This design comes from an exercise in tuning for small area and a short achievable clock period on the open sky130 flow, not from production work.
At most, simulation tests tie the RTL to the original design; equivalence was not proved.
Only the layout flow was run in run 1; the RTL was not checked for function there.
The flow treats the clock pin as an ideal source. Dropping or thinning the clock tree relies on that and would not hold on a real chip.
No activity file was given, so power comes from the tool's default toggle rates.

$ cat flow/design.v
module deserializer(
    input serial_data,
    input clk,rst,
    input deser_en,
    output reg[9:0] parallel_data,
    output reg data_valid,
    output wire complete     
);
reg [3:0] counter;
wire full = (counter == 4'd10);
assign complete = deser_en & (counter == 4'd9);
always @(posedge clk,negedge rst) begin
    if (!rst) begin
        counter<=4'b0;
        data_valid<=1'b0;
    end
    else begin
        data_valid <= deser_en & full;
        if (deser_en)
            counter <= full ? 4'd0 : counter + 1'b1;
    end
end
always @(posedge clk) begin
    if (deser_en & !full)
        parallel_data<={serial_data,parallel_data[9:1]};
end
endmodule
module SERIALIZER(
    input rst,clk,
    input [7:0] data,
    output reg ser_out,
    input data_valid,ss_n
);
reg [7:0] registers;
reg [3:0] counter;
always @(posedge clk,negedge rst)
begin
  if(!rst)
  begin
    counter<=4'b0000;
    registers<=8'b00;
    ser_out<=1'b0;
  end
  else if(data_valid)
  begin
    registers<=data;
    ser_out<=1'b0;
    counter<=4'b0000;
  end
  else if(!ss_n)
  begin
    if (counter!=4'd8) begin
      {registers,ser_out}<={1'b0,registers};
      counter<=counter+1'b1;
    end
    else begin
      counter<=4'd0;
    end
  end
  else
    counter<=4'b0000;
end
endmodule
module Single_Port_Asyn_RAM #(parameter MEM_DEPTH =256,parameter ADDR_SIZE=8)( 
    input [9:0]din,
    input clk,rst,rx_valid,
    input rx_complete,
    input MOSI,
    output [7:0] dout,
    output reg tx_valid
);
localparam NG = 24;
function [8:0] conv;
    input [7:0] a;
    reg hi, k3;
    begin
        hi = a[7] & a[6];
        k3 = a[5] & a[4];
        conv[8:4] = !hi ? a[7:3] : (!k3 ? {1'b0, a[3:0]} : {2'b10, a[2:0]});
        conv[3:0] = !hi ? {1'b0, a[2:0]} : (!k3 ? {2'b10, a[5:4]} : {3'b100, a[3]});
    end
endfunction
wire cmd_wa = rx_valid & (din[9:8] == 2'b00);
wire cmd_wr = rx_valid & (din[9:8] == 2'b01);
wire ld_ra = rx_complete & MOSI & !din[9];
reg [8:0] read_address;
reg wa_set;    
always @(posedge clk,negedge rst) begin
    if (!rst) begin
        tx_valid<=1'b0;
        read_address<=9'b0;
        wa_set<=1'b0;
    end
    else begin
        tx_valid <= rx_valid & (din[9:8] == 2'b11);
        if (ld_ra)
            read_address <= conv(din[8:1]);
        if (cmd_wa)
            wa_set <= 1'b1;
    end
end
reg [8:0] write_address;
reg [7:0] wd_p;
reg pend;
wire wa_zero = cmd_wr & !wa_set;
wire pend_n = cmd_wa ? 1'b0 : cmd_wr ? 1'b1 : pend;
always @(posedge clk) begin
    if (cmd_wa | wa_zero)
        write_address <= cmd_wa ? conv(din[7:0]) : 9'b0;
    pend <= pend_n;
    if (cmd_wr)
        wd_p <= din[7:0];
end
function [3:0] next_phase;
    input [3:0] p;
    input [3:0] last;
    begin
        case (p)
            4'd0: next_phase = 4'd1;   4'd1: next_phase = 4'd2;
            4'd2: next_phase = 4'd3;   4'd3: next_phase = 4'd4;
            4'd4: next_phase = 4'd5;   4'd5: next_phase = 4'd6;
            4'd6: next_phase = 4'd7;   4'd7: next_phase = 4'd8;
            4'd8: next_phase = 4'd9;   4'd9: next_phase = 4'd10;
            default: next_phase = 4'd0;
        endcase
        if (p == last)
            next_phase = 4'd0;
    end
endfunction
reg [3:0] p11, p10;
wire [3:0] p11_n = next_phase(p11, 4'd10);
wire [3:0] p10_n = next_phase(p10, 4'd9);
always @(posedge clk) begin
    p11 <= p11_n;
    p10 <= p10_n;
end
wire [3:0] w_slot_n = wa_zero ? 4'd0 : write_address[3:0];
wire [1:0] w_hi_n = wa_zero ? 2'd0 : write_address[8:7];
wire [2:0] w_lo_n = wa_zero ? 3'd0 : write_address[6:4];
reg [2:0] wsel;
reg [7:0] wlo;
reg r_hit, fwd;
always @(posedge clk) begin
    wsel[0] <= pend_n & (w_hi_n == 2'd0) & (w_slot_n == p11_n);
    wsel[1] <= pend_n & (w_hi_n == 2'd1) & (w_slot_n == p11_n);
    wsel[2] <= pend_n & (w_hi_n == 2'd2) & (w_slot_n == p10_n);
    wlo <= 8'd1 << w_lo_n;
    r_hit <= read_address[3:0] == (read_address[8] ? p10 : p11);
    fwd <= pend & !wa_zero & (write_address == read_address);
end
wire [8*NG-1:0] tails;
wire [7:0] wdn = ~wd_p;
genvar g;
generate
for (g = 0; g < NG; g = g + 1) begin : grp
    localparam L = (g < 16) ? 11 : 10;
    reg [8*L-1:0] ring;
    wire we = wsel[g / 8] && wlo[g % 8];
    assign tails[8*g +: 8] = ring[8*L-1 -: 8];
    wire [7:0] head;
    ring_head hd [7:0] (.wdn(wdn), .wen(!we), .t(ring[8*L-1 -: 8]), .h(head));
    always @(posedge clk)
        ring <= {ring[8*L-9:0], head};
end
endgenerate
reg [7:0] rlo;
always @(posedge clk)
    rlo <= 8'd1 << read_address[6:4];
wire [1:0] r_hi = read_address[8:7];
wire [23:0] tsel_b;
genvar h;
generate
for (h = 0; h < 3; h = h + 1) begin : rb
    sel8 s (.d(tails[64*h +: 64]), .oh(rlo), .y(tsel_b[8*h +: 8]));
end
endgenerate
reg [7:0] tsel, rbuf;
always @(posedge clk) begin
    tsel <= (r_hi == 2'd0) ? tsel_b[7:0] : (r_hi == 2'd1) ? tsel_b[15:8] : tsel_b[23:16];
    if (fwd)
        rbuf <= wd_p;
    else if (r_hit)
        rbuf <= tsel;
end
assign dout = rbuf;
endmodule
module ring_head(input wdn, input wen, input t, output h);
assign h = ~((wdn | wen) & ~(t & wen));
endmodule
module sel8(input [63:0] d, input [7:0] oh, output [7:0] y);
reg [7:0] acc;
integer k;
always @(*) begin
    acc = 8'd0;
    for (k = 0; k < 8; k = k + 1)
        acc = acc | (d[8*k +: 8] & {8{oh[k]}});
end
assign y = acc;
endmodule
module SPI_Slave(
    input MOSI,
    input clk,rst,ss_n,
    input tx_valid,
    output wire MISO,
    input [7:0]tx_data,
    output wire [9:0]rx_data,
    output wire rx_valid,
    output wire rx_complete
);
reg start_q, shift_q;
always @(posedge clk,negedge rst) begin
    if (!rst) begin
        start_q <= 1'b0;
        shift_q <= 1'b0;
    end
    else begin
        start_q <= !ss_n & !start_q & !shift_q;
        shift_q <= !ss_n & (start_q | shift_q);
    end
end
deserializer  Deserializer_SPI(
    .serial_data(MOSI),
    .clk(clk),
    .rst(rst),
    .deser_en(shift_q),
    .parallel_data(rx_data),
    .data_valid(rx_valid),
    .complete(rx_complete)
);
SERIALIZER SERIALIZER_SPI(
   .rst(rst),
   .clk(clk),
   .data(tx_data),
   .ser_out(MISO),
   .data_valid(tx_valid),
   .ss_n(ss_n)
);
endmodule
module SPI_TOP(
    input clk,
	input rst,
	input ss_n,
	input MOSI, 
	output MISO
);
	wire [9:0] SLAVE_RAM;
	wire [7:0] RAM_SLAVE;
	wire tx_valid, rx_valid, rx_complete;
	SPI_Slave SPI_SLAVE 
	(
		.MOSI(MOSI),
		.MISO(MISO),
		.ss_n(ss_n),
		.clk(clk),
		.rst(rst),
		.rx_data(SLAVE_RAM),
		.rx_valid(rx_valid),
		.rx_complete(rx_complete),
		.tx_data(RAM_SLAVE),
		.tx_valid(tx_valid)
	);
	Single_Port_Asyn_RAM RAM
	(
		.clk(clk),
		.rst(rst),
		.din(SLAVE_RAM),
		.rx_valid(rx_valid),
		.rx_complete(rx_complete),
		.MOSI(MOSI),
		.dout(RAM_SLAVE),
		.tx_valid(tx_valid)
	);
endmodule
$ cat flow/flow/run.sh
#!/bin/bash
# Layout flow: the standard ORFS flow (standard.sh), with these changes:
# - the flip-flop driving MISO's output buffer is moved next to that buffer
#   before detailed placement (flow/miso.tcl), so it does not drive a long wire;
set -euo pipefail
export PRE_DETAIL_PLACE_TCL="$PWD/flow/miso.tcl"
export POST_CTS_TCL="$PWD/flow/quad_ct.tcl"
export CTS_ARGS="-sink_clustering_enable -repair_clock_nets -sink_clustering_size 32 -sink_clustering_max_diameter 80 -dont_use_dummy_load"
bash standard.sh synth > log_synth.txt 2>&1
bash standard.sh floorplan > log_floorplan.txt 2>&1
bash standard.sh place > log_place.txt 2>&1
bash standard.sh cts > log_cts.txt 2>&1
bash standard.sh route > log_route.txt 2>&1
bash standard.sh finish > log_finish.txt 2>&1
$ cat flow/flow/miso.tcl
# Place the flip-flop that drives the MISO port's buffer next to that buffer,
# which the flow has placed at the port; detailed placement then legalizes it.
set block [ord::get_db_block]
set bt [$block findBTerm MISO]
set onet [$bt getNet]
set buf ""
foreach it [$onet getITerms] { if {[$it isOutputSignal]} { set buf [$it getInst] } }
if {$buf ne ""} {
  set ff ""
  foreach it [$buf getITerms] {
    if {[$it isInputSignal]} {
      foreach it2 [[$it getNet] getITerms] { if {[$it2 isOutputSignal]} { set ff [$it2 getInst] } }
    }
  }
  if {$ff ne ""} {
    set loc [$buf getLocation]
    set fw [[$ff getMaster] getWidth]
    set x [expr {[lindex $loc 0] - $fw}]
    if {$x < 0} { set x [expr {[lindex $loc 0] + [[$buf getMaster] getWidth]}] }
    puts "miso.tcl: moving [$ff getName] from [$ff getLocation] to $x [lindex $loc 1] (buffer [$buf getName] at $loc)"
    $ff setLocation $x [lindex $loc 1]
    $ff setPlacementStatus PLACED
  }
}
$ cat flow/flow/quad_ct.tcl
# Rebuild the top of the clock tree: the clock port drives NQ root buffers,
# each placed at the centroid of, and driving, the leaf clock
# buffers of its part of the die. The tree synthesis's upper levels are removed.
proc quad_ct {nq} {
  set block [ord::get_db_block]
  set bt [$block findBTerm clk]
  set pnet [$bt getNet]
  # the upper-level buffers: clock buffers whose loads are all clock buffers
  set upper {}
  set leaves {}
  foreach inst [$block getInsts] {
    set m [[$inst getMaster] getName]
    if {![string match "sky130_fd_sc_hd__clkbuf_*" $m]} continue
    set out ""
    foreach it [$inst getITerms] { if {[$it isOutputSignal]} { set out $it } }
    set onet [$out getNet]
    set allbuf 1; set n 0
    foreach it [$onet getITerms] {
      if {$it eq $out} continue
      incr n
      if {![string match "sky130_fd_sc_hd__clkbuf_*" [[[$it getInst] getMaster] getName]]} { set allbuf 0 }
    }
    if {$allbuf && $n > 0} { lappend upper $inst } else { lappend leaves $inst }
  }
  # centroid of leaves
  set sx 0; set sy 0
  foreach l $leaves { set loc [$l getLocation]; set sx [expr {$sx + [lindex $loc 0]}]; set sy [expr {$sy + [lindex $loc 1]}] }
  set cx [expr {$sx / [llength $leaves]}]; set cy [expr {$sy / [llength $leaves]}]
  # partition leaves into nq parts by angle around the centroid
  set parts {}
  for {set k 0} {$k < $nq} {incr k} { lappend parts {} }
  foreach l $leaves {
    set loc [$l getLocation]
    set a [expr {atan2([lindex $loc 1] - $cy, [lindex $loc 0] - $cx)}]
    set k [expr {int(floor(($a + 3.14159265358979) / (2*3.14159265358979) * $nq)) % $nq}]
    lset parts $k [concat [lindex $parts $k] [list $l]]
  }
  # remove the upper levels
  foreach u $upper {
    foreach it [$u getITerms] {
      set n [$it getNet]
      if {[$it isOutputSignal] && $n ne "NULL"} { $it disconnect; odb::dbNet_destroy $n } elseif {$n ne "NULL"} { $it disconnect }
    }
    odb::dbInst_destroy $u
  }
  set master [[ord::get_db] findMaster sky130_fd_sc_hd__clkbuf_16]
  for {set k 0} {$k < $nq} {incr k} {
    set ls [lindex $parts $k]
    if {[llength $ls] == 0} continue
    set sx 0; set sy 0
    foreach l $ls { set loc [$l getLocation]; set sx [expr {$sx + [lindex $loc 0]}]; set sy [expr {$sy + [lindex $loc 1]}] }
    set qx [expr {$sx / [llength $ls]}]; set qy [expr {$sy / [llength $ls]}]
    set q [odb::dbInst_create $block $master "clkroot_$k"]
    $q setLocation $qx $qy
    $q setPlacementStatus PLACED
    set qnet [odb::dbNet_create $block "clkroot_net_$k"]
    $qnet setSigType CLOCK
    foreach it [$q getITerms] {
      if {[$it isInputSignal]} { $it connect $pnet }
      if {[$it isOutputSignal]} { $it connect $qnet }
    }
    foreach l $ls {
      foreach it [$l getITerms] { if {[$it isInputSignal]} { $it disconnect; $it connect $qnet } }
    }
    puts "quad_ct: root $k at $qx $qy drives [llength $ls] leaves"
  }
  puts "quad_ct: removed [llength $upper] upper buffers, [llength $leaves] leaves"
}
# Cell choice: buf_16 roots and buf_12 leaves are faster than clkbuf_16 at
# these loads (and the leaves smaller).
proc swap_ct {rootm leafm} {
  set db [ord::get_db]; set block [ord::get_db_block]
  set rm [$db findMaster $rootm]; set lm [$db findMaster $leafm]
  set nr 0; set nl 0
  foreach inst [$block getInsts] {
    set n [$inst getName]
    if {[string match "clkroot_*" $n]} { $inst swapMaster $rm; incr nr } elseif {[[$inst getMaster] getName] eq "sky130_fd_sc_hd__clkbuf_16"} { $inst swapMaster $lm; incr nl }
  }
  puts "swap_ct: $nr roots to $rootm, $nl leaves to $leafm"
}
proc fix_leaf_slew {limit} {
  set db [ord::get_db]; set block [ord::get_db_block]
  set bm [$db findMaster sky130_fd_sc_hd__buf_16]
  set_propagated_clock [all_clocks]
  estimate_parasitics -placement
  set up 0
  foreach inst [$block getInsts] {
    if {[[$inst getMaster] getName] ne "sky130_fd_sc_hd__buf_12"} continue
    set out ""
    foreach it [$inst getITerms] { if {[$it isOutputSignal]} { set out [$it getNet] } }
    if {$out eq "" || $out eq "NULL"} continue
    set worst 0
    foreach it [$out getITerms] {
      if {[$it isOutputSignal]} continue
      set pin [get_pins [[$it getInst] getName]/[[$it getMTerm] getName]]
      foreach edge {rise fall} {
        set s [sta::time_ui_sta [get_property $pin slew_max_$edge]]
        if {$s > $worst} { set worst $s }
      }
    }
    if {$worst * 1e12 > $limit} { $inst swapMaster $bm; incr up }
  }
  puts "fix_leaf_slew: $up leaves to buf_16"
}
quad_ct 4
swap_ct sky130_fd_sc_hd__buf_16 sky130_fd_sc_hd__buf_12
detailed_placement
fix_leaf_slew 116
detailed_placement
check_placement -verbose
$ cat flow/standard.sh
#!/bin/bash
# synth_recipe.tcl (not shown) runs the flow's synth.tcl, then flattens the netlist and writes it again
# the make line also repeats each setting of config.mk as NAME=value (left out here)
make -C /OpenROAD-flow-scripts/flow DESIGN_CONFIG=/design/flow/config.mk WORK_HOME=/design/flow/orfs CLKGATE_MAP_FILE= SYNTH_SCRIPT=/design/flow/synth_recipe.tcl "${@:-finish}"
$ cat flow/config.mk
export PLATFORM = sky130hd
export DESIGN_NAME = SPI_TOP
export DESIGN_NICKNAME = SPI_TOP
export VERILOG_FILES = /design/flow/design.v
export SDC_FILE = /design/flow/constraint.sdc
export NUM_CORES = 8
export LEC_CHECK = 0
export CAP_MARGIN = 30
export CORE_MARGIN = 2
export CORE_UTILIZATION = 65
export SETUP_SLACK_MARGIN = 3.8
export SLEW_MARGIN = 40
export SYNTH_HIERARCHICAL = 1
export SYNTH_MINIMUM_KEEP_SIZE = 0
$ cat flow/constraint.sdc
create_clock -name core_clock -period 6.0 [get_ports {clk}]
set_input_delay 1.2000 -clock core_clock [delete_from_list [all_inputs] [get_ports {clk}]]
set_output_delay 1.2000 -clock core_clock [all_outputs]
set_load 0.01 [all_outputs]
==> results.yml, run 1 <==
pwr:
  p_int_mw: 16.51
  p_comb_frac: 0.011
  power_frac_seq: 0.707
  p_per_area_mw_per_mm2: 401.3
  power_mw: 20.54
  switching_share: 0.1960
  pwr-share-clk: 0.282
  ir_drop_v: 0.0003124
  p_switching_mw: 4.024
  leakagePower_nw: 19.67
synthesis:
  muxShareOfSynthArea: 0.005188
  yosys.area_share.simple: 0.03505
  synth_top_area_share: 0.8648
  yosys_warnings: 11
  synth_area_leaders: "dfxtp_1 86%, edfxtp_1 2.2%, o21ai_1 2.1%"
  ys_top_cells_by_count: "2094 x dfxtp_1, 262 x nand2_1, 203 x o21ai_1"
  syn_area_mm2: 0.04847
  synth_compound_area_frac: 0.04496
  synth_top_family_by_area: "compound AO/OA/AOI/OAI gates"
  yosysTopAreaCell: "dfxtp_1"
  synth_edf_count: 35
  synth_fa_ha_area_frac: 0.002581
  async_flop_share: 0.01435
  synth_most_common_cell: "dfxtp_1"
  yosysUniqueCellTypes: 57
  ys.flop_type: "dfxtp_1"
  syn_nets: 3046
  postSynthCellCount: 3032
  ys_ff_latch: 2160
  syn_area_per_cell_um2: 15.99
  synthXorXnorAreaFrac: 0.003794
  seq_area_frac_synth: 0.9025
drt:
  wl_per_cell_um: 18.47
  ant_nets: 0
  vias: 19780
  post-route-drc-count: 0
  wirelength_um: 74640
  dr.pass1.iters: 7
  drt_iter0_drc: 1237
  avgViaCountPerCell: 4.893
cells_and_area:
  finish.utilization: 0.6898
  nets: 3088
  drive_above_1_share: 0.03646
  final_cells: 4042
  fin_area_mm2: 0.05118
  area_delta_synth_final_pct: 5.578
placed_design:
  gp_congestion: 0.8173
  io_buffers: 4
  dp_slack_ps: 3386
  dpl.hpwl_um: 45600
  post_dp_cell_area_mm2: 0.04962
  dpl.cell_count: 3967
floorplanning:
  start_util: 0.6533
  die_y_um: 277.1
  fp.dieArea_mm2: 0.07678
  rows: 100
  io_pins: 5
  dieWidth_um: 277.1
  core_area_mm2: 0.07420
setup_path:
  crit_fanout: 2
  path_delay_family: "flip-flops"
  crit_buf_inv: 1
  crit_path_top_delay_cell: "dfrtp_1"
  worstPathArrival_ps: 1000
  cp-start-kind: "flip-flop"
  crit_required_ps: 4800
  crit_type: "reg -> out"
  reg2reg_slack_ps: 3980
  endpoint_kind: "output pin"
  rr_worst_depth: 3
  r2r_start: "SPI_SLAVE.Deserializer_SPI.parallel_data[9]$_DFFE_PP_"
  rr_endpoint: "RAM.write_address[2]$_SDFFCE_PP0P_"
  slowest_delay_ps: 390
  path_cells: "buf_2"
clock_network:
  cts_sinks: 2160
  clk_pin_slew_ps: 110
  worstSkewPairLatency_ps: 480
sta:
  setup_tns_ps: 0
  rsz0062_at_grt: "yes"
  maxSlewHeadroom: 0.4380
  finalCritPeriodShare: 0.3669
  setup_ws_ps: 3799
  hold_slack_ps: 279.3
  fmax_mhz: 454.3
  worstMarginPinSlew_ps: 841.8
  fin_crit_ps: 2201
  hold_viol_final: 0
  clock_skew_ps: 57.01
  setup_violations: 0
  slew_violations: 0
hold_path:
  hold_end: "RAM.grp[5].ring[44]$_DFF_P_"
  hold_class: "reg -> reg"
  holdPathStages: 0
  min_from: "RAM.grp[5].ring[36]$_DFF_P_"
grt:
  antenna_found_initial: 2
  grt_overflow: 0
  grt_pass1_wl_um: 113500
  grt_pass1_vias: 19310
  grtUsageTotal: 0.1957
  grt_start_max_net_pins: 33
flow_run:
  drv_cap: 0
status:
  outcome: "finished clean"
layer usage:
metal	global-route usage	wire, µm
met1	0.3103	38970
met2	0.2811	30700
met3	0.02396	2706
met4	0.06355	2259
met5	0	9
sequential cells by signal (all words and copies together) (netlist names), 9 cells and up, named ones only:
| register | count |
|---|---|
| RAM.grp.ring | 2048 |
| SPI_SLAVE.Deserializer_SPI.parallel_data | 10 |
| RAM.read_address | 9 |
| RAM.write_address | 9 |
area by class of cell, clock buffers not listed:
| type | instances | area, µm² |
|---|---|---|
| Fill cell | 5147 | 23020 |
| Inverter | 24 | 106.4 |
| Antenna cell | 1 | 2.502 |
| Tap cell | 969 | 1212 |
| Timing Repair Buffer | 14 | 110.1 |
| Multi-Input combinational cell | 801 | 4454 |
| Sequential cell | 2160 | 43750 |
| Buffer | 4 | 110.1 |
how the worst max path moves through the flow:
stage	from	end	cells past startpoint
5_1_grt	SPI_SLAVE.SERIALIZER_SPI.ser_out$_DFFE_PN0P_	MISO	1
2_1_floorplan	MOSI	RAM.read_address[5]$_DFFE_PN0P_	3
3_3_place_gp	MOSI	RAM.read_address[0]$_DFFE_PN0P_	3
3_5_place_dp	MOSI	RAM.read_address[0]$_DFFE_PN0P_	3
6_report	SPI_SLAVE.SERIALIZER_SPI.ser_out$_DFFE_PN0P_	MISO	1
Yosys stat by module, one instance, submodules excluded, excerpt:
module	cell area, µm²	cells
SERIALIZER	621.8	59
SPI_Slave	65.06	4
Single_Port_Asyn_RAM	44600	2405
deserializer	545.5	36
ring_head	8.758	2
sel8	320.3	48
power groups by stage:
stage,Combinational (mW),Sequential [mW],Clock (mW)
floorplan,0.168,14.8,0
global placement,0.208,14.9,0
detailed placement,0.216,14.9,0
global route,0.237,14.5,6.43
finish,0.217,14.5,5.79
placed cells by master (no fill, tap or decap), drive strengths merged, types with 4 or more instances in the layout:
cell type  count
edfxtp        35
nand2b         6
nor3          13
buf           84
mux2           9
a32oi          7
xnor2         20
and3           4
a21oi         13
nand2        262
nor2          24
dfxtp       2094
nor4bb         4
mux2i         15
inv           23
nand3b         5
dfrtp         31
nand3          8
ha            10
a31oi          6
a22oi         96
o21ai        234
nand4         26
cells by family (layout without fill, tap and decap cells):
kind of cell / Yosys count / count (layout)
AOI/OAI and AO/OA: 371 / 371
xor gates and xnor gates: 21 / 21
adders and majority gates: 10 / 10
buffers and inverters: 71 / 111
DFF: 2160 / 2160
muxes: 24 / 24
other: 0 / 1
and+or+nand+nor: 375 / 375
==> run 2, diff against run 1 <==
--- a/flow/design.v
+++ b/flow/design.v
@@ -113,21 +113,5 @@
 end
-function [3:0] next_phase;
-    input [3:0] p;
-    input [3:0] last;
-    begin
-        case (p)
-            4'd0: next_phase = 4'd1;   4'd1: next_phase = 4'd2;
-            4'd2: next_phase = 4'd3;   4'd3: next_phase = 4'd4;
-            4'd4: next_phase = 4'd5;   4'd5: next_phase = 4'd6;
-            4'd6: next_phase = 4'd7;   4'd7: next_phase = 4'd8;
-            4'd8: next_phase = 4'd9;   4'd9: next_phase = 4'd10;
-            default: next_phase = 4'd0;
-        endcase
-        if (p == last)
-            next_phase = 4'd0;
-    end
-endfunction
 reg [3:0] p11, p10;
-wire [3:0] p11_n = next_phase(p11, 4'd10);
-wire [3:0] p10_n = next_phase(p10, 4'd9);
+wire [3:0] p11_n = (p11 == 4'd10) ? 4'd0 : p11 + 1'b1;
+wire [3:0] p10_n = (p10 == 4'd9)  ? 4'd0 : p10 + 1'b1;
 always @(posedge clk) begin
==> flow/flow/miso.tcl (replaced) <==
# Place the flip-flop that drives the MISO port's buffer next to that buffer,
# which the flow has placed at the port, together with the gates of its hold
# loop (the other loads of its output and the gate driving its input), so its
# output drives only short wires; detailed placement then legalizes them.
set block [ord::get_db_block]
set bt [$block findBTerm MISO]
set onet [$bt getNet]
set buf ""
foreach it [$onet getITerms] { if {[$it isOutputSignal]} { set buf [$it getInst] } }
proc place_near {inst x y} {
  puts "miso.tcl: moving [$inst getName] ([[$inst getMaster] getName]) from [$inst getLocation] to $x $y"
  $inst setLocation $x $y
  $inst setPlacementStatus PLACED
}
if {$buf ne ""} {
  set ff ""; set qnet ""
  foreach it [$buf getITerms] {
    if {[$it isInputSignal]} {
      set qnet [$it getNet]
      foreach it2 [$qnet getITerms] { if {[$it2 isOutputSignal]} { set ff [$it2 getInst] } }
    }
  }
  if {$ff ne ""} {
    set loc [$buf getLocation]
    set bx [lindex $loc 0]; set by [lindex $loc 1]
    set fw [[$ff getMaster] getWidth]
    set x [expr {$bx - $fw}]
    set dir -1
    if {$x < 0} { set x [expr {$bx + [[$buf getMaster] getWidth]}]; set dir 1 }
    place_near $ff $x $by
    # the hold loop's gates, placed beside the flip-flop
    set near {}
    foreach it [$qnet getITerms] {
      set i [$it getInst]
      if {$i ne $ff && $i ne $buf && ![$it isOutputSignal]} { lappend near $i }
    }
    foreach it [$ff getITerms] {
      if {[[$it getMTerm] getName] eq "D" && [$it getNet] ne "NULL"} {
        foreach it2 [[$it getNet] getITerms] { if {[$it2 isOutputSignal]} { lappend near [$it2 getInst] } }
      }
    }
    set cx $x
    foreach i [lsort -unique $near] {
      if {$dir < 0} { set cx [expr {$cx - [[$i getMaster] getWidth]}]; place_near $i $cx $by } else { place_near $i [expr {$cx + $fw}] $by; set cx [expr {$cx + [[$i getMaster] getWidth]}] }
    }
  }
}
==> results.yml, run 2 <==
setup_path:
  crit_path_top_delay_cell: "dfrtp_1"
  path_delay_family: "flip-flops"
  path_cells: "buf_2"
  endpoint_kind: "output pin"
  slowest_delay_ps: 390
  crit_required_ps: 4800
  crit_type: "reg -> out"
  crit_buf_inv: 1
  cp-start-kind: "flip-flop"
  crit_fanout: 2
  worstPathArrival_ps: 990
cells_and_area:
  area_delta_synth_final_pct: 5.528
  nets: 3040
  reg.largest.list: "RAM.grp.ring (2048), SPI_SLAVE.Deserializer_SPI.parallel_data (10)"
  final_cell_mix: "2078 x dfxtp_1, 260 x nand2_1, 202 x o21ai_1, 96 x a22oi_1, 61 x buf_12"
  layout_commonest_cell: "dfxtp_1"
  top_register: "RAM.grp.ring"
  n_antenna_cell: 0
  drive_above_1_share: 0.03892
  largest_reg_flops: 2048
clock_network:
  cts_sinks: 2152
  clk_pin_slew_ps: 110
  worstSkewPairLatency_ps: 490
synthesis:
  ys_top_cells_by_count: "2086 x dfxtp_1, 265 x nand2_1, 202 x o21ai_1"
  syn_nets: 2999
  synth_top_area_share: 0.8682
  yosysUniqueCellTypes: 55
  syn_area_mm2: 0.04810
  yosys_warnings: 11
  seq_area_frac_synth: 0.9062
  synth_area_leaders: "dfxtp_1 87%, edfxtp_1 2.2%, o21ai_1 2.1%"
  syn_area_per_cell_um2: 16.07
  yosysTopAreaCell: "dfxtp_1"
  synth_edf_count: 35
  postSynthCellCount: 2993
  synth_most_common_cell: "dfxtp_1"
  ys.flop_type: "dfxtp_1"
  async_flop_share: 0.01441
  ys_ff_latch: 2152
grt:
  grt_start_max_net_pins: 33
  grt_pass1_vias: 18960
  antenna_found_initial: 0
  grt_overflow: 0
  grtUsageTotal: 0.2012
  grt_pass1_wl_um: 115300
pwr:
  p_switching_mw: 4.091
  p_int_mw: 16.60
  power_mw: 20.70
  p_comb_frac: 0.010
  p_per_area_mw_per_mm2: 407.7
  pwr-share-clk: 0.278
  switching_share: 0.1977
  ir_drop_v: 0.0003069
  leakagePower_nw: 19.53
  power_frac_seq: 0.712
sta:
  maxSlewHeadroom: 0.4321
  setup_violations: 0
  clock_skew_ps: 56.56
  finalCritPeriodShare: 0.3643
  fin_crit_ps: 2186
  fmax_mhz: 457.5
  rsz0062_at_grt: "yes"
  slew_violations: 0
  setup_tns_ps: 0
  worstMarginPinSlew_ps: 846.6
  hold_viol_final: 0
placed_design:
  dpl.hpwl_um: 48080
  gp_congestion: 0.8329
  io_buffers: 4
drt:
  wirelength_um: 76410
  ant_nets: 0
  avgViaCountPerCell: 4.880
  wl_per_cell_um: 19.14
  vias: 19480
  post-route-drc-count: 0
  drt_iter0_drc: 1253
  dr.pass1.iters: 16
floorplanning:
  rows: 99
  fp.dieArea_mm2: 0.07619
  start_util: 0.6581
  core_area_mm2: 0.07308
  die_y_um: 276.0
  io_pins: 5
  dieWidth_um: 276.0
hold_path:
  hold_class: "reg -> reg"
flow_run:
  drv_cap: 0
status:
  outcome: "finished clean"
==> run 2: changes by cell type after synthesis, moves of 4 or more <==
cell and delta:
a31oi_1 -5, xor2_1 +5, ha_1 -8, inv_1 -4, nor2_1 -6, dfxtp_1 -8
==> run 2: layer usage <==
layer  vias to the layer above  wire, µm  part of all wire  GRT usage
li1                       9712         -                 -          -
met1                      9263     37840              0.50     0.2998
met2                       348     32740              0.43     0.3048
met4                         0      2883             0.038    0.07258
met5                         -         0                 0          0
met3                       152      2935             0.038    0.02814
==> run 2: logic make-up after synthesis <==
kind of cell    synth area share
mux                     0.005411
xor+xnor                0.004526
fa+ha+maj              0.0005202
buf+inv                 0.005827
compound gates           0.04412
flops                     0.9062
simple gates             0.03338
==> run 2: per-stage QoR <==
stage / area [µm²] / worst slack [ps] / cells / utilization / hold WS (ps)
after global placement: 49210 / 3435 / 3918 / 0.6733 / 309.5
after detailed placement: 49220 / 3439 / 3918 / 0.6735 / 312.1
after floorplan: 48100 / 4101 / 2993 / - / 309.6
final: 50760 / 3814 / 3991 / 0.6945 / 278.9
after global routing: 50760 / 3757 / 3991 / 0.6945 / 278.8
==> run 2: path summary, 6_finish.rpt <==
path,cells past startpoint,start,to,slack [ps]
max in group asynchronous,2,rst,RAM.read_address[7]$_DFFE_PN0P_,4540
max reg2reg,5,SPI_SLAVE.Deserializer_SPI.parallel_data[9]$_DFFE_PP_,RAM.wsel[2]$_DFF_P_,4080
min in group asynchronous,2,rst,SPI_SLAVE.SERIALIZER_SPI.registers[7]$_DFFE_PN0P_,1130
min reg2reg,0,RAM.grp[0].ring[31]$_DFF_P_,RAM.grp[0].ring[39]$_DFF_P_,280
min,0,RAM.grp[0].ring[31]$_DFF_P_,RAM.grp[0].ring[39]$_DFF_P_,280
max,1,SPI_SLAVE.SERIALIZER_SPI.ser_out$_DFFE_PN0P_,MISO,3810
==> run 2: worst reg2reg max path, cell delays in order, from the launching register on <==
cell and delay (ps):
edfxtp_1 470, nand2b_1 260, nor2_2 400, a22o_1 260
nand4b_1 110, nor4_1 340
==> run 2: modules after synthesis, one instance, submodules excluded, excerpt <==
module                cell area [µm²]  flip-flops and latches
SPI_Slave                       65.06                       2
Single_Port_Asyn_RAM            44220                    2122
ring_head                       8.758                       0
deserializer                    545.5                      15
SERIALIZER                      621.8                      13
sel8                            320.3                       0
==> run 2: power groups by stage <==
| stage | Combinational (mW) | Clock, mW | Sequential [mW] |
|---|---|---|---|
| global placement | 0.207 | 0 | 15.1 |
| global route | 0.241 | 6.37 | 14.8 |
| detailed placement | 0.214 | 0 | 15.1 |
| floorplan | 0.203 | 0 | 14.9 |
| finish | 0.214 | 5.74 | 14.7 |
==> run 2: area by class of cell, clock buffers not listed <==
cell class / instances / area (µm²)
Sequential cell: 2152 / 43600
Fill cell: 4978 / 22330
Multi-Input combinational cell: 774 / 4245
Tap cell: 959 / 1200
Buffer: 4 / 110.1
Timing Repair Buffer: 13 / 102.6
Inverter: 21 / 85.08
==> run 3, diff against run 2 <==
--- a/flow/design.v
+++ b/flow/design.v
@@ -117,4 +117,10 @@
 always @(posedge clk) begin
-    p11 <= p11_n;
-    p10 <= p10_n;
+    if (p11 != 4'd10)
+        p11 <= p11 + 1'b1;
+    else
+        p11 <= 4'd0;
+    if (p10 != 4'd9)
+        p10 <= p10 + 1'b1;
+    else
+        p10 <= 4'd0;
 end
--- a/flow/flow/run.sh
+++ b/flow/flow/run.sh
@@ -7,2 +7,3 @@
 export POST_CTS_TCL="$PWD/flow/quad_ct.tcl"
+export BUFFER_PORTS_ARGS="-buffer_cell sky130_fd_sc_hd__buf_4"
 export CTS_ARGS="-sink_clustering_enable -repair_clock_nets -sink_clustering_size 32 -sink_clustering_max_diameter 80 -dont_use_dummy_load"
==> results.yml, run 3 <==
sta:
  slew_violations: 0
  setup_violations: 0
  fmax_mhz: 455.0
  hold_slack_ps: 323.7
  setup_tns_ps: 0
  rsz0062_at_grt: "yes"
  finalCritPeriodShare: 0.3663
  maxSlewHeadroom: 0.5250
  worstMarginPinSlew_ps: 712.4
  fin_crit_ps: 2198
  clock_skew_ps: 52.82
  hold_viol_final: 0
cells_and_area:
  nets: 3045
  area_delta_synth_final_pct: 5.507
  nFillCells: 4927
  multi_input_comb_area_mm2: 0.004272
  largest_reg_flops: 2048
  final_cell_mix: "2079 x dfxtp_1, 269 x nand2_1, 201 x o21ai_1, 96 x a22oi_1, 59 x buf_12"
  regArea_mm2: 0.04360
  layout_commonest_cell: "dfxtp_1"
  top_register: "RAM.grp.ring"
  drive_above_1_share: 0.03759
  reg.largest.list: "RAM.grp.ring (2048), SPI_SLAVE.Deserializer_SPI.parallel_data (10)"
synthesis:
  syn_area_per_cell_um2: 16.06
  syn_area_mm2: 0.04812
  async_flop_share: 0.01441
  seq_area_frac_synth: 0.9058
  ys_ff_latch: 2152
  postSynthCellCount: 2997
  ys_top_cells_by_count: "2086 x dfxtp_1, 269 x nand2_1, 201 x o21ai_1"
  synth_edf_count: 35
  ys.flop_type: "dfxtp_1"
  yosysUniqueCellTypes: 55
  yosys_warnings: 11
  synth_top_area_share: 0.8678
  synth_most_common_cell: "dfxtp_1"
  synth_area_leaders: "dfxtp_1 87%, edfxtp_1 2.2%, nand2_1 2.1%"
  syn_nets: 3007
  yosysTopAreaCell: "dfxtp_1"
drt:
  met1_length_um: 41450
  avgViaCountPerCell: 4.925
  vias: 19670
  wl_per_cell_um: 19.43
  drt_iter0_drc: 1362
  met3_length_um: 2921
  dr.pass1.iters: 16
  dr.max_layer_used: "met4"
  ant_nets: 0
  post-route-drc-count: 0
  wirelength_um: 77620
  met2_length_um: 31600
placed_design:
  dpl.hpwl_um: 50860
  io_buffers: 4
  gp_congestion: 0.8490
grt:
  antenna_found_initial: 2
  grt_start_max_net_pins: 33
  grt_overflow: 0
  grtUsageTotal: 0.2048
  grt_pass1_wl_um: 116800
  grt_pass1_vias: 18930
floorplanning:
  io_pins: 5
  start_util: 0.6584
  dieWidth_um: 276.1
  fp.dieArea_mm2: 0.07622
  core_area_mm2: 0.07308
  rows: 99
  die_y_um: 276.1
clock_network:
  clk_pin_slew_ps: 120
  cts_sinks: 2152
  worstSkewPairLatency_ps: 480
hold_path:
  hold_class: "reg -> reg"
flow_run:
  drv_cap: 0
setup_path:
  slowest_delay_ps: 410
  r2r_start: "SPI_SLAVE.Deserializer_SPI.parallel_data[9]$_DFFE_PP_"
  crit_path_start: "SPI_SLAVE.SERIALIZER_SPI.ser_out$_DFFE_PN0P_"
  worstPathArrival_ps: 1000
  path_cells: "buf_6"
  crit_end: "MISO"
  crit_fanout: 2
  endpoint_kind: "output pin"
  rr_worst_depth: 5
  rr_endpoint: "RAM.wsel[1]$_DFF_P_"
  path_depth: 1
  reg2reg_slack_ps: 4070
  crit_buf_inv: 1
  path_delay_family: "flip-flops"
  crit_required_ps: 4800
  crit_type: "reg -> out"
  crit_path_top_delay_cell: "dfrtp_1"
  cp-start-kind: "flip-flop"
status:
  outcome: "finished clean"
pwr:
  ir_drop_v: 0.0003234
  leakagePower_nw: 19.58
  p_per_area_mw_per_mm2: 408.3
run 3: changes by cell type in the layout (fill, tap and decap cells not counted), sizes merged, moves of 3 or more:
cell | before | now
clkdlybuf4s50 | 3 | 0
ha | 2 | 6
nand2 | 265 | 270
nand2b | 9 | 5
nor2 | 17 | 20
xnor2 | 18 | 22
xor2 | 6 | 1
run 3: logic make-up after synthesis:
kind of cell,count (synthesis),share of synthesized area
mux,26,0.005694
simple gates,370,0.03388
xor+xnor,23,0.004186
compound gates,356,0.04345
fa+ha+maj,6,0.001560
buf+inv,64,0.005434
flops,2152,0.9058
run 3: power breakdown:
group / total (mW) / switching, mW / internal, mW / leakage [nW]
Combinational: 0.211 / 0.121 / 0.0901 / 1.32
Sequential: 14.7 / 0.186 / 14.5 / 17.5
Clock: 5.78 / 3.78 / 2.00 / 0.719
Total: 20.7 / 4.09 / 16.6 / 19.6
run 3: through the flow:
| stage | std cells | cell area [µm²] | util | setup WS [ps] | total power [mW] |
|---|---|---|---|---|---|
| 3_5_place_dp | 3918 | 49200 | 0.6732 | 3910 | 15.27 |
| 6_report | 3994 | 50770 | 0.6947 | 3802 | 20.73 |
| 3_3_place_gp | 3918 | 49180 | 0.6730 | 3938 | 15.25 |
| 5_1_grt | 3992 | 50760 | 0.6946 | 3754 | 21.42 |
| 2_1_floorplan | 2997 | 48120 | - | 4101 | 15.15 |
run 3: how the worst min path moves through the flow:
stage                            startpoint                           end  cells past startpoint
2_1_floorplan    RAM.grp[0].ring[2]$_DFF_P_   RAM.grp[0].ring[10]$_DFF_P_                      0
3_3_place_gp    RAM.grp[3].ring[17]$_DFF_P_   RAM.grp[3].ring[25]$_DFF_P_                      0
3_5_place_dp   RAM.grp[19].ring[55]$_DFF_P_  RAM.grp[19].ring[63]$_DFF_P_                      0
6_report       RAM.grp[15].ring[15]$_DFF_P_  RAM.grp[15].ring[23]$_DFF_P_                      0
5_1_grt        RAM.grp[14].ring[10]$_DFF_P_  RAM.grp[14].ring[18]$_DFF_P_                      0
run 3: area by class of cell, clock buffers not listed:
class,count,share of cell area
antenna,2,0.00009858
buffer,4,0.002169
inverter,19,0.001700
multi-input combinational,781,0.08414
sequential,2152,0.8587
tap,959,0.02363
timing repair buffer,9,0.001405
run 3: Yosys stat by module (local to each module, per instance), excerpt:
module | copies in the design | flops+latches | cells inside | cell area [µm²]
deserializer | 1 | 15 | 36 | 545.5
ring_head | 192 | 0 | 2 | 8.758
SPI_Slave | 1 | 2 | 4 | 65.06
sel8 | 3 | 0 | 48 | 320.3
Single_Port_Asyn_RAM | 1 | 2122 | 2370 | 44240
SERIALIZER | 1 | 13 | 59 | 621.8
run 3: routing by layer:
metal	track usage	vias up
met5	0	-
met1	0.3346	9539
li1	-	9742
met3	0.02467	100
met2	0.2909	291
met4	0.05114	0
==> run 4, diff against run 3 <==
--- a/flow/flow/miso.tcl
+++ b/flow/flow/miso.tcl
@@ -30,2 +30,5 @@
     place_near $ff $x $by
+    # keep it the smallest drive, which is the fastest at this light load
+    $ff swapMaster [[ord::get_db] findMaster sky130_fd_sc_hd__dfrtp_1]
+    $ff setDoNotTouch 1
     # the hold loop's gates, placed beside the flip-flop
==> results.yml, run 4 <==
clock_network:
  cts_sinks: 2152
floorplanning:
  die_y_um: 276.1
  rows: 99
  dieWidth_um: 276.1
  io_pins: 5
  start_util: 0.6584
synthesis:
  synth_most_common_cell: "dfxtp_1"
  postSynthCellCount: 2997
  synth_area_leaders: "dfxtp_1 87%, edfxtp_1 2.2%, nand2_1 2.1%"
  ys_top_cells_by_count: "2086 x dfxtp_1, 269 x nand2_1, 201 x o21ai_1"
  ys.flop_type: "dfxtp_1"
  yosys_warnings: 11
  ys_ff_latch: 2152
  syn_area_per_cell_um2: 16.06
  yosysUniqueCellTypes: 55
  syn_nets: 3007
  syn_area_mm2: 0.04812
  yosysTopAreaCell: "dfxtp_1"
  synth_edf_count: 35
  synth_top_area_share: 0.8678
  seq_area_frac_synth: 0.9058
  async_flop_share: 0.01441
placed_design:
  gp_congestion: 0.8490
  dpl.hpwl_um: 50860
  post_dp_cell_area_mm2: 0.04920
  io_buffers: 4
  dp_slack_ps: 3910
status:
  outcome: "did not finish"
  tool.error: "[ERROR ODB-0370] Attempt to disconnect term CLK of dont_touch instance SPI_SLAVE.SERIALIZER_SPI.ser_out$_DFFE_PN0P_"
  haltStage: "clock tree synthesis"
run 4: cell counts after synthesis:
No cell type changed its count.
run 4: worst min-delay path by stage:
stage	depth (start not counted)	start	end
after floorplan	0	RAM.grp[0].ring[2]$_DFF_P_	RAM.grp[0].ring[10]$_DFF_P_
after global placement	0	RAM.grp[3].ring[17]$_DFF_P_	RAM.grp[3].ring[25]$_DFF_P_
after detailed placement	0	RAM.grp[19].ring[55]$_DFF_P_	RAM.grp[19].ring[63]$_DFF_P_
run 4: logic make-up after synthesis:
| logic type | after synthesis | synth area share |
|---|---|---|
| muxes | 26 | 0.005694 |
| AOI/OAI and AO/OA | 356 | 0.04345 |
| xor gates and xnor gates | 23 | 0.004186 |
| adders and majority gates | 6 | 0.001560 |
| buffers and inverters | 64 | 0.005434 |
| DFF | 2152 | 0.9058 |
| and+or+nand+nor | 370 | 0.03388 |
run 4: modules after synthesis (local to each module, per instance), a selection:
module                cells  area, µm²  flip-flops and latches  times used
SERIALIZER               59      621.8                      13           1
SPI_Slave                 4      65.06                       2           1
Single_Port_Asyn_RAM   2370      44240                    2122           1
deserializer             36      545.5                      15           1
ring_head                 2      8.758                       0         192
sel8                     48      320.3                       0           3
run 4: power groups by stage:
stage               clock, mW  sequential (mW)  combinational (mW)
global placement            0             15.0               0.198
floorplan                   0             14.9               0.203
detailed placement          0             15.1               0.207
run 4: per-stage QoR:
stage	hold WS, ps	std cells
after floorplan	309.6	2997
after detailed placement	312.1	3918
after global placement	309.5	3918
==> run 5, diff against run 4 <==
--- a/flow/flow/miso.tcl
+++ b/flow/flow/miso.tcl
@@ -30,5 +30,2 @@
     place_near $ff $x $by
-    # keep it the smallest drive, which is the fastest at this light load
-    $ff swapMaster [[ord::get_db] findMaster sky130_fd_sc_hd__dfrtp_1]
-    $ff setDoNotTouch 1
     # the hold loop's gates, placed beside the flip-flop
--- a/flow/flow/quad_ct.tcl
+++ b/flow/flow/quad_ct.tcl
@@ -110 +110,25 @@
 check_placement -verbose
+# The flip-flop driving MISO's output buffer keeps the smallest drive, the
+# fastest at its light load: the later timing repair is not to resize it.
+proc keep_miso_ff {} {
+  set block [ord::get_db_block]
+  set onet [[$block findBTerm MISO] getNet]
+  foreach it [$onet getITerms] {
+    if {![$it isOutputSignal]} continue
+    set buf [$it getInst]
+    foreach bi [$buf getITerms] {
+      if {![$bi isInputSignal]} continue
+      foreach it2 [[$bi getNet] getITerms] {
+        if {[$it2 isOutputSignal]} {
+          set ff [$it2 getInst]
+          if {[string match "sky130_fd_sc_hd__dfrtp_*" [[$ff getMaster] getName]]} {
+            $ff swapMaster [[ord::get_db] findMaster sky130_fd_sc_hd__dfrtp_1]
+            $ff setDoNotTouch 1
+            puts "keep_miso_ff: [$ff getName] is dfrtp_1, not to be resized"
+          }
+        }
+      }
+    }
+  }
+}
+keep_miso_ff
==> results.yml, run 5 <==
setup_path:
  path_delay_family: "flip-flops"
  crit_buf_inv: 1
  crit_type: "reg -> out"
  slowest_delay_ps: 410
  worstPathArrival_ps: 980
  path_cells: "buf_6"
  crit_path_top_delay_cell: "dfrtp_1"
  endpoint_kind: "output pin"
  crit_required_ps: 4800
  crit_fanout: 2
  cp-start-kind: "flip-flop"
synthesis:
  ys_ff_latch: 2152
  ys.flop_type: "dfxtp_1"
  syn_nets: 3007
  synth_edf_count: 35
  yosysTopAreaCell: "dfxtp_1"
  ys_top_cells_by_count: "2086 x dfxtp_1, 269 x nand2_1, 201 x o21ai_1"
  seq_area_frac_synth: 0.9058
  async_flop_share: 0.01441
  yosysUniqueCellTypes: 55
  synth_most_common_cell: "dfxtp_1"
  synth_area_leaders: "dfxtp_1 87%, edfxtp_1 2.2%, nand2_1 2.1%"
  synth_top_area_share: 0.8678
  syn_area_per_cell_um2: 16.06
  yosys_warnings: 11
  syn_area_mm2: 0.04812
  postSynthCellCount: 2997
grt:
  grt_pass1_wl_um: 116900
  grtUsageTotal: 0.2044
  antenna_found_initial: 0
  grt_pass1_vias: 19030
  grt_overflow: 0
  grt_start_max_net_pins: 33
clock_network:
  clk_pin_slew_ps: 110
  cts_sinks: 2152
  worstSkewPairLatency_ps: 480
floorplanning:
  dieWidth_um: 276.1
  fp.dieArea_mm2: 0.07622
  io_pins: 5
  rows: 99
  die_y_um: 276.1
  start_util: 0.6584
  core_area_mm2: 0.07308
flow_run:
  drv_cap: 0
drt:
  wirelength_um: 77410
  vias: 19630
  post-route-drc-count: 0
  dr.pass1.iters: 16
  ant_nets: 0
  wl_per_cell_um: 19.40
  avgViaCountPerCell: 4.919
  drt_iter0_drc: 1381
pwr:
  leakagePower_nw: 19.57
  ir_drop_v: 0.0003237
  p_per_area_mw_per_mm2: 408.8
cells_and_area:
  drive_above_1_share: 0.03695
  layout_commonest_cell: "dfxtp_1"
  fin_area_mm2: 0.05076
  finish.utilization: 0.6946
  final_cell_mix: "2079 x dfxtp_1, 269 x nand2_1, 201 x o21ai_1, 96 x a22oi_1, 58 x buf_12"
  top_register: "RAM.grp.ring"
  area_delta_synth_final_pct: 5.486
  largest_reg_flops: 2048
  reg.largest.list: "RAM.grp.ring (2048), SPI_SLAVE.Deserializer_SPI.parallel_data (10)"
  nets: 3043
sta:
  setup_tns_ps: 0
  hold_viol_final: 0
  setup_violations: 0
  fin_crit_ps: 2185
  finalCritPeriodShare: 0.3641
  clock_skew_ps: 41.37
  slew_violations: 0
  worstMarginPinSlew_ps: 732.9
  fmax_mhz: 457.7
  rsz0062_at_grt: "yes"
  maxSlewHeadroom: 0.5114
placed_design:
  dpl.hpwl_um: 50840
  post_dp_cell_area_mm2: 0.04920
  io_buffers: 4
  gp_congestion: 0.8490
status:
  outcome: "finished clean"
hold_path:
  hold_class: "reg -> reg"
## run 5: cell counts after synthesis
Identical to the previous run, type by type.
## run 5: stage by stage
step,worst slack [ps],hold slack (ps),std cells,total power [mW]
2_1_floorplan,4101,309.6,2997,15.15
3_3_place_gp,3938,309.5,3918,15.25
3_5_place_dp,3900,312.1,3918,15.27
5_1_grt,3767,295.8,3990,21.42
6_report,3815,294.5,3991,20.75
## run 5: cell type report, clock buffers not listed
class | count | area, µm²
Sequential cell | 2152 | 43600
Timing Repair Buffer | 7 | 56.30
Tap cell | 959 | 1200
Antenna cell | 1 | 2.502
Inverter | 19 | 86.33
Fill cell | 4942 | 22320
Multi-Input combinational cell | 781 | 4272
Buffer | 4 | 110.1
## run 5: routing by layer
layer  part of all wire  GRT usage  up-vias  routed length (µm)
met1               0.54     0.3322     9516               41890
li1                   -          -     9736                   -
met5                  0          0        -                   0
met2               0.40     0.2894      258               31130
met3              0.031    0.02510      122                2400
met4              0.026    0.05661        0                1987
## run 5: path summary, 6_finish.rpt
| kind | slack (ps) | cells past startpoint | startpoint | end |
|---|---|---|---|---|
| min in group asynchronous | 680 | 1 | rst | RAM.read_address[2]$_DFFE_PN0P_ |
| max | 3820 | 1 | SPI_SLAVE.SERIALIZER_SPI.ser_out$_DFFE_PN0P_ | MISO |
| max reg2reg | 4090 | 5 | SPI_SLAVE.Deserializer_SPI.parallel_data[9]$_DFFE_PP_ | RAM.wsel[1]$_DFF_P_ |
| max in group asynchronous | 5000 | 1 | rst | RAM.read_address[8]$_DFFE_PN0P_ |
| min | 290 | 0 | RAM.grp[4].ring[58]$_DFF_P_ | RAM.grp[4].ring[66]$_DFF_P_ |
| min reg2reg | 290 | 0 | RAM.grp[4].ring[58]$_DFF_P_ | RAM.grp[4].ring[66]$_DFF_P_ |
## run 5: cells by family after synthesis
kind of cell,Yosys count,share of synthesized area
buffers and inverters,64,0.005434
XOR/XNOR,23,0.004186
multiplexers,26,0.005694
flip-flops,2152,0.9058
AND/OR/NAND/NOR,370,0.03388
AO/OA/AOI/OAI,356,0.04345
adder cells (fa/ha/maj),6,0.001560
## run 5: power by group
part	switching, mW	internal, mW	leakage [nW]	total [mW]
combinational	0.122	0.0893	1.31	0.212
clock	3.79	2.01	0.723	5.80
sequential	0.184	14.5	17.5	14.7
total	4.10	16.7	19.6	20.7
## run 5: per-module statistics from Yosys, one instance, submodules excluded, a selection
module | flip-flops and latches | area [µm²] | times used | cells inside
sel8 | 0 | 320.3 | 3 | 48
SERIALIZER | 13 | 621.8 | 1 | 59
Single_Port_Asyn_RAM | 2122 | 44240 | 1 | 2370
ring_head | 0 | 8.758 | 192 | 2
SPI_Slave | 2 | 65.06 | 1 | 4
deserializer | 15 | 545.5 | 1 | 36
==> run 6, diff against run 5 <==
--- a/flow/flow/run.sh
+++ b/flow/flow/run.sh
@@ -4,2 +4,3 @@
 #   before detailed placement (flow/miso.tcl), so it does not drive a long wire;
+# - ports get a buf_4 (resized later as needed) rather than the default pick;
 set -euo pipefail
==> flow/flow/miso.tcl (replaced) <==
# Place the flip-flop that drives the MISO port's buffer next to that buffer,
# which the flow has placed at the port. The flip-flop's other loads (its own
# hold loop) are moved onto the buffer's output, the same signal, so the
# flip-flop drives the buffer alone; detailed placement then legalizes.
set block [ord::get_db_block]
set bt [$block findBTerm MISO]
set onet [$bt getNet]
set buf ""
foreach it [$onet getITerms] { if {[$it isOutputSignal]} { set buf [$it getInst] } }
if {$buf ne ""} {
  set ff ""; set qnet ""
  foreach it [$buf getITerms] {
    if {[$it isInputSignal]} {
      set qnet [$it getNet]
      foreach it2 [$qnet getITerms] { if {[$it2 isOutputSignal]} { set ff [$it2 getInst] } }
    }
  }
  if {$ff ne ""} {
    set loc [$buf getLocation]
    set fw [[$ff getMaster] getWidth]
    set x [expr {[lindex $loc 0] - $fw}]
    if {$x < 0} { set x [expr {[lindex $loc 0] + [[$buf getMaster] getWidth]}] }
    puts "miso.tcl: moving [$ff getName] from [$ff getLocation] to $x [lindex $loc 1] (buffer [$buf getName] at $loc)"
    $ff setLocation $x [lindex $loc 1]
    $ff setPlacementStatus PLACED
    set moved 0
    foreach it [$qnet getITerms] {
      set i [$it getInst]
      if {$i eq $ff || $i eq $buf || [$it isOutputSignal]} continue
      $it disconnect
      $it connect $onet
      incr moved
      puts "miso.tcl: [$i getName]/[[$it getMTerm] getName] now reads the buffer's output"
    }
  }
}
--- a/flow/flow/quad_ct.tcl
+++ b/flow/flow/quad_ct.tcl
@@ -110,25 +110 @@
 check_placement -verbose
-# The flip-flop driving MISO's output buffer keeps the smallest drive, the
-# fastest at its light load: the later timing repair is not to resize it.
-proc keep_miso_ff {} {
-  set block [ord::get_db_block]
-  set onet [[$block findBTerm MISO] getNet]
-  foreach it [$onet getITerms] {
-    if {![$it isOutputSignal]} continue
-    set buf [$it getInst]
-    foreach bi [$buf getITerms] {
-      if {![$bi isInputSignal]} continue
-      foreach it2 [[$bi getNet] getITerms] {
-        if {[$it2 isOutputSignal]} {
-          set ff [$it2 getInst]
-          if {[string match "sky130_fd_sc_hd__dfrtp_*" [[$ff getMaster] getName]]} {
-            $ff swapMaster [[ord::get_db] findMaster sky130_fd_sc_hd__dfrtp_1]
-            $ff setDoNotTouch 1
-            puts "keep_miso_ff: [$ff getName] is dfrtp_1, not to be resized"
-          }
-        }
-      }
-    }
-  }
-}
-keep_miso_ff
--- a/flow/config.mk
+++ b/flow/config.mk
@@ -9,3 +9,3 @@
 export CORE_MARGIN = 2
-export CORE_UTILIZATION = 65
+export CORE_UTILIZATION = 70
 export SETUP_SLACK_MARGIN = 3.8
==> results.yml, run 6 <==
floorplanning:
  start_util: 0.7041
  rows: 96
  fp.dieArea_mm2: 0.07086
  io_pins: 5
  die_y_um: 266.2
  dieWidth_um: 266.2
  core_area_mm2: 0.06835
sta:
  hold_viol_final: 0
  maxSlewHeadroom: 0.4205
  setup_violations: 0
  fin_crit_ps: 2159
  setup_tns_ps: 0
  worstMarginPinSlew_ps: 868.0
  slew_violations: 0
  fmax_mhz: 463.1
  rsz0062_at_grt: "no"
  setup_ws_ps: 3841
  finalCritPeriodShare: 0.3599
  clock_skew_ps: 74.07
synthesis:
  yosys_warnings: 11
  syn_area_mm2: 0.04812
  yosysUniqueCellTypes: 55
  syn_nets: 3007
  async_flop_share: 0.01441
  ys_ff_latch: 2152
  synth_area_leaders: "dfxtp_1 87%, edfxtp_1 2.2%, nand2_1 2.1%"
  ys.flop_type: "dfxtp_1"
  ys_top_cells_by_count: "2086 x dfxtp_1, 269 x nand2_1, 201 x o21ai_1"
  synth_edf_count: 35
  synth_top_area_share: 0.8678
  yosysTopAreaCell: "dfxtp_1"
  seq_area_frac_synth: 0.9058
  postSynthCellCount: 2997
  synth_most_common_cell: "dfxtp_1"
  syn_area_per_cell_um2: 16.06
drt:
  wirelength_um: 75620
  post-route-drc-count: 0
  vias: 19750
  wl_per_cell_um: 19.30
  dr.pass1.iters: 5
  avgViaCountPerCell: 5.041
  drt_iter0_drc: 1287
  ant_nets: 0
setup_path:
  r2r_start: "SPI_SLAVE.Deserializer_SPI.parallel_data[9]$_DFFE_PP_"
  crit_buf_inv: 1
  path_cells: "buf_6"
  rr_endpoint: "RAM.wsel[0]$_DFF_P_"
  endpoint_kind: "output pin"
  path_depth: 1
  cp-start-kind: "flip-flop"
  path_delay_family: "flip-flops"
  reg2reg_slack_ps: 4090
  slowest_delay_ps: 390
  crit_path_top_delay_cell: "dfrtp_1"
  rr_worst_depth: 5
  crit_fanout: 2
  crit_required_ps: 4800
  worstPathArrival_ps: 960
  crit_type: "reg -> out"
clock_network:
  worstSkewPairLatency_ps: 480
  cts_sinks: 2152
  clk_pin_slew_ps: 110
hold_path:
  hold_end: "RAM.grp[10].ring[16]$_DFF_P_"
  hold_class: "reg -> reg"
  min_from: "RAM.grp[10].ring[8]$_DFF_P_"
  holdPathStages: 0
placed_design:
  io_buffers: 4
  dpl.hpwl_um: 47410
  dp_slack_ps: 3838
  gp_congestion: 0.8606
pwr:
  power_mw: 20.73
  pwr-share-clk: 0.278
  power_frac_seq: 0.710
  p_switching_mw: 4.109
  leakagePower_nw: 19.59
  ir_drop_v: 0.0003363
  p_int_mw: 16.62
  p_per_area_mw_per_mm2: 409.2
  switching_share: 0.1982
  p_comb_frac: 0.012
cells_and_area:
  reg.largest.list: "RAM.grp.ring (2048), SPI_SLAVE.Deserializer_SPI.parallel_data (10)"
  drive_above_1_share: 0.03689
  nets: 3048
  top_register: "RAM.grp.ring"
  area_delta_synth_final_pct: 5.278
  finish.utilization: 0.7412
  n_antenna_cell: 0
  largest_reg_flops: 2048
  final_cell_mix: "2082 x dfxtp_1, 269 x nand2_1, 201 x o21ai_1, 96 x a22oi_1, 61 x buf_12"
  nFillCells: 4190
  layout_commonest_cell: "dfxtp_1"
flow_run:
  drv_cap: 0
grt:
  grt_overflow: 0
  grt_pass1_vias: 19210
  grtUsageTotal: 0.2165
  grt_start_max_net_pins: 33
  antenna_found_initial: 0
  grt_pass1_wl_um: 114300
status:
  outcome: "finished clean"
==> run 6: cell counts after synthesis <==
Identical to the previous run, type by type.
==> run 6: worst max-delay path by stage <==
stage | startpoint | end
finish | SPI_SLAVE.SERIALIZER_SPI.ser_out$_DFFE_PN0P_ | MISO
global route | SPI_SLAVE.SERIALIZER_SPI.ser_out$_DFFE_PN0P_ | MISO
detailed placement | ss_n | SPI_SLAVE.SERIALIZER_SPI.ser_out$_DFFE_PN0P_
global placement | MOSI | RAM.read_address[7]$_DFFE_PN0P_
floorplan | MOSI | RAM.read_address[7]$_DFFE_PN0P_
==> run 6: power by group through the flow <==
stage	Sequential (mW)	Clock, mW	Combinational (mW)
6_report	14.7	5.77	0.244
2_1_floorplan	14.9	0	0.203
3_5_place_dp	15.0	0	0.240
3_3_place_gp	15.0	0	0.226
5_1_grt	14.7	6.36	0.268
==> run 6: kinds of logic (layout without fill, tap and decap cells) <==
| logic type | after synthesis | count (layout) | share of synthesized area |
|---|---|---|---|
| AO/OA/AOI/OAI | 356 | 356 | 0.04345 |
| XOR/XNOR | 23 | 23 | 0.004186 |
| adder cells (fa/ha/maj) | 6 | 6 | 0.001560 |
| buffers and inverters | 64 | 103 | 0.005434 |
| flip-flops | 2152 | 2152 | 0.9058 |
| multiplexers | 26 | 26 | 0.005694 |
| AND/OR/NAND/NOR | 370 | 370 | 0.03388 |
==> run 6: area by class of cell, clock buffers not listed <==
| class | instances | area (µm²) | area share |
|---|---|---|---|
| multi-input combinational | 781 | 4272 | 0.08432 |
| sequential | 2152 | 43590 | 0.8605 |
| buffer | 4 | 110.1 | 0.002173 |
| tap | 882 | 1104 | 0.02178 |
| timing repair buffer | 12 | 93.84 | 0.001852 |
| inverter | 19 | 73.82 | 0.001457 |
==> run 6: stage by stage <==
step                instance area, µm²  hold slack, ps  std cells
finish                           50660           267.3       3918
floorplan                        48120           309.6       2997
global placement                 49120           309.6       3846
detailed placement               49130           312.1       3846
global route                     50660           258.0       3918
==> run 6: per-layer routing <==
layer  track usage  up-vias  share of wire
met4       0.04874        0          0.021
li1              -     9747              -
met2        0.3121      300           0.41
met1        0.3439     9614           0.52
met3       0.03863       89          0.044
met5             0        -              0
==> run 6: per-module statistics from Yosys (local to each module, per instance), excerpt <==
module	cell area (µm²)	cells	copies in the design	flip-flops and latches
SPI_Slave	65.06	4	1	2
deserializer	545.5	36	1	15
sel8	320.3	48	3	0
Single_Port_Asyn_RAM	44240	2370	1	2122
SERIALIZER	621.8	59	1	13
ring_head	8.758	2	192	0
==> run 7, diff against run 6 <==
--- a/flow/flow/miso.tcl
+++ b/flow/flow/miso.tcl
@@ -2,4 +2,5 @@
 # which the flow has placed at the port. The flip-flop's other loads (its own
-# hold loop) are moved onto the buffer's output, the same signal, so the
-# flip-flop drives the buffer alone; detailed placement then legalizes.
+# hold loop) are moved onto the buffer's output, the same signal, and placed
+# beside it, so the flip-flop drives the buffer alone; detailed placement then
+# legalizes.
 set block [ord::get_db_block]
@@ -25,3 +26,3 @@
     $ff setPlacementStatus PLACED
-    set moved 0
+    set cx $x
     foreach it [$qnet getITerms] {
@@ -31,4 +32,7 @@
       $it connect $onet
-      incr moved
-      puts "miso.tcl: [$i getName]/[[$it getMTerm] getName] now reads the buffer's output"
+      set cx [expr {$cx - [[$i getMaster] getWidth]}]
+      if {$cx < 0} { set cx [expr {[lindex $loc 0] + [[$buf getMaster] getWidth]}] }
+      $i setLocation $cx [lindex $loc 1]
+      $i setPlacementStatus PLACED
+      puts "miso.tcl: [$i getName]/[[$it getMTerm] getName] now reads the buffer's output, placed beside it"
     }
==> results.yml, run 7 <==
status:
  outcome: "finished clean"
synthesis:
  postSynthCellCount: 2997
  ys_top_cells_by_count: "2086 x dfxtp_1, 269 x nand2_1, 201 x o21ai_1"
  syn_area_mm2: 0.04812
  synth_area_leaders: "dfxtp_1 87%, edfxtp_1 2.2%, nand2_1 2.1%"
  yosysUniqueCellTypes: 55
  syn_nets: 3007
  synth_top_area_share: 0.8678
  seq_area_frac_synth: 0.9058
  synth_edf_count: 35
  syn_area_per_cell_um2: 16.06
  ys_ff_latch: 2152
  async_flop_share: 0.01441
  ys.flop_type: "dfxtp_1"
  synth_most_common_cell: "dfxtp_1"
  yosysTopAreaCell: "dfxtp_1"
  yosys_warnings: 11
setup_path:
  path_delay_family: "flip-flops"
  slowest_delay_ps: 390
  crit_end: "MISO"
  rr_worst_depth: 5
  crit_buf_inv: 1
  crit_fanout: 2
  path_cells: "buf_6"
  endpoint_kind: "output pin"
  r2r_start: "SPI_SLAVE.SERIALIZER_SPI.counter[1]$_DFF_PN0_"
  crit_path_start: "SPI_SLAVE.SERIALIZER_SPI.ser_out$_DFFE_PN0P_"
  crit_required_ps: 4800
  rr_endpoint: "SPI_SLAVE.SERIALIZER_SPI.ser_out$_DFFE_PN0P_"
  crit_path_top_delay_cell: "dfrtp_1"
  path_depth: 1
  worstPathArrival_ps: 940
  cp-start-kind: "flip-flop"
  reg2reg_slack_ps: 3990
  crit_type: "reg -> out"
drt:
  wirelength_um: 75530
  drt_iter0_drc: 1303
  wl_per_cell_um: 19.27
  ant_nets: 0
  dr.pass1.iters: 5
  vias: 19740
  avgViaCountPerCell: 5.036
  post-route-drc-count: 0
sta:
  fin_crit_ps: 2139
  rsz0062_at_grt: "no"
  finalCritPeriodShare: 0.3565
  hold_viol_final: 0
  setup_violations: 0
  maxSlewHeadroom: 0.4314
  worstMarginPinSlew_ps: 851.6
  setup_tns_ps: 0
  fmax_mhz: 467.5
  slew_violations: 0
  hold_slack_ps: 294.1
  clock_skew_ps: 66.45
pwr:
  switching_share: 0.1974
  p_switching_mw: 4.090
  pwr-share-clk: 0.278
  power_frac_seq: 0.710
  p_per_area_mw_per_mm2: 409.0
  leakagePower_nw: 19.59
  ir_drop_v: 0.0003156
  power_mw: 20.72
  p_comb_frac: 0.012
  p_int_mw: 16.63
clock_network:
  cts_sinks: 2152
  clk_pin_slew_ps: 110
  worstSkewPairLatency_ps: 480
cells_and_area:
  regArea_mm2: 0.04359
  nFillCells: 4187
  top_register: "RAM.grp.ring"
  layout_commonest_cell: "dfxtp_1"
  drive_above_1_share: 0.03689
  area_delta_synth_final_pct: 5.302
  largest_reg_flops: 2048
  nets: 3048
  reg.largest.list: "RAM.grp.ring (2048), SPI_SLAVE.Deserializer_SPI.parallel_data (10)"
  multi_input_comb_area_mm2: 0.004272
  final_cell_mix: "2082 x dfxtp_1, 269 x nand2_1, 201 x o21ai_1, 96 x a22oi_1, 60 x buf_12"
floorplanning:
  rows: 96
  die_y_um: 266.2
  core_area_mm2: 0.06835
  dieWidth_um: 266.2
  fp.dieArea_mm2: 0.07086
  start_util: 0.7041
  io_pins: 5
grt:
  grt_overflow: 0
  grt_pass1_wl_um: 114400
  grt_start_max_net_pins: 33
  grtUsageTotal: 0.2155
  grt_pass1_vias: 19250
  antenna_found_initial: 2
placed_design:
  gp_congestion: 0.8606
  dpl.hpwl_um: 47670
  io_buffers: 4
flow_run:
  drv_cap: 0
hold_path:
  hold_class: "reg -> reg"
run 7: worst min-delay path by stage:
stage	start	endpoint	slack, ps	depth (start not counted)
global placement	RAM.grp[19].ring[32]$_DFF_P_	RAM.grp[19].ring[40]$_DFF_P_	310	0
floorplan	RAM.grp[0].ring[2]$_DFF_P_	RAM.grp[0].ring[10]$_DFF_P_	310	0
global route	RAM.grp[16].ring[59]$_DFF_P_	RAM.grp[16].ring[67]$_DFF_P_	300	0
finish	RAM.grp[14].ring[21]$_DFF_P_	RAM.grp[14].ring[29]$_DFF_P_	290	0
detailed placement	RAM.grp[12].ring[0]$_DFF_P_	RAM.grp[12].ring[8]$_DFF_P_	310	0
run 7: kinds of logic after synthesis:
family	count (synthesis)	share of synthesized area
AO/OA/AOI/OAI	356	0.04345
XOR/XNOR	23	0.004186
adder cells (fa/ha/maj)	6	0.001560
buffers and inverters	64	0.005434
flip-flops	2152	0.9058
multiplexers	26	0.005694
AND/OR/NAND/NOR	370	0.03388
run 7: modules after synthesis, one instance, submodules excluded, a selection:
module                cells  times used
SERIALIZER               59           1
SPI_Slave                 4           1
Single_Port_Asyn_RAM   2370           1
deserializer             36           1
ring_head                 2         192
sel8                     48           3
run 7: per-layer routing:
layer  track usage  routed length (µm)  vias to the layer above
met5             0                  26                        -
met3       0.03216                2859                      109
li1              -                   -                     9731
met4       0.05147                1769                        4
met1        0.3478               39530                     9600
met2        0.3081               31350                      291
run 7: power groups by stage:
stage	Combinational [mW]	Sequential (mW)	Clock [mW]
2_1_floorplan	0.203	14.9	0
3_3_place_gp	0.226	15.0	0
3_5_place_dp	0.239	15.0	0
5_1_grt	0.267	14.7	6.37
6_report	0.241	14.7	5.77
run 7: metrics by stage:
stage	worst slack [ps]	utilization	instances	cell area, µm²
after global placement	3897	0.7188	3846	49120
after global routing	3824	0.7414	3918	50670
after floorplan	4101	-	2997	48120
after detailed placement	3685	0.7188	3846	49130
final	3861	0.7414	3919	50670
run 7: area by class of cell, clock buffers not listed:
| cell class | instances | share of cell area |
|---|---|---|
| buffer | 4 | 0.002173 |
| inverter | 19 | 0.001482 |
| tap | 882 | 0.02178 |
| sequential | 2152 | 0.8603 |
| antenna | 1 | 0.00004939 |
| timing repair buffer | 12 | 0.001852 |
| multi-input combinational | 781 | 0.08430 |

[static timing again, ports no longer ideal]
In the flow no input, the clock included, has a driving cell. The finished layouts below were timed again as built, in two steps. Step 1 sets driving cells, clkbuf_16 on the clock port and buf_2 on the other inputs (assumed; they add their load-dependent delay and slew). Step 2 also shifts input and output timing later by t, the mid clock arrival at the registers, as if the neighbouring blocks saw the same clock. Three values: ideal, step 1, step 2; two values: the first two.
run | shift t [ns] | setup WS [ns] | worst register clock-pin slew, ns
run 1 | 0.610 | 3.799 / 3.643 / 3.455 | 0.12 / 0.12
run 2 | 0.611 | 3.814 / 3.659 / 3.388 | 0.12 / 0.12
run 3 | 0.609 | 3.802 / 3.649 / 3.817 | 0.12 / 0.12
run 5 | 0.611 | 3.815 / 3.664 / 3.835 | 0.12 / 0.12
run 6 | 0.607 | 3.841 / 3.684 / 3.797 | 0.12 / 0.12
run 7 | 0.602 | 3.861 / 3.709 / 3.724 | 0.12 / 0.12
After both steps setup and hold are still met in every run listed. For run 2, which loses most, drivers alone change the setup slack by -0.155 ns; drivers and shift together by -0.426 ns.
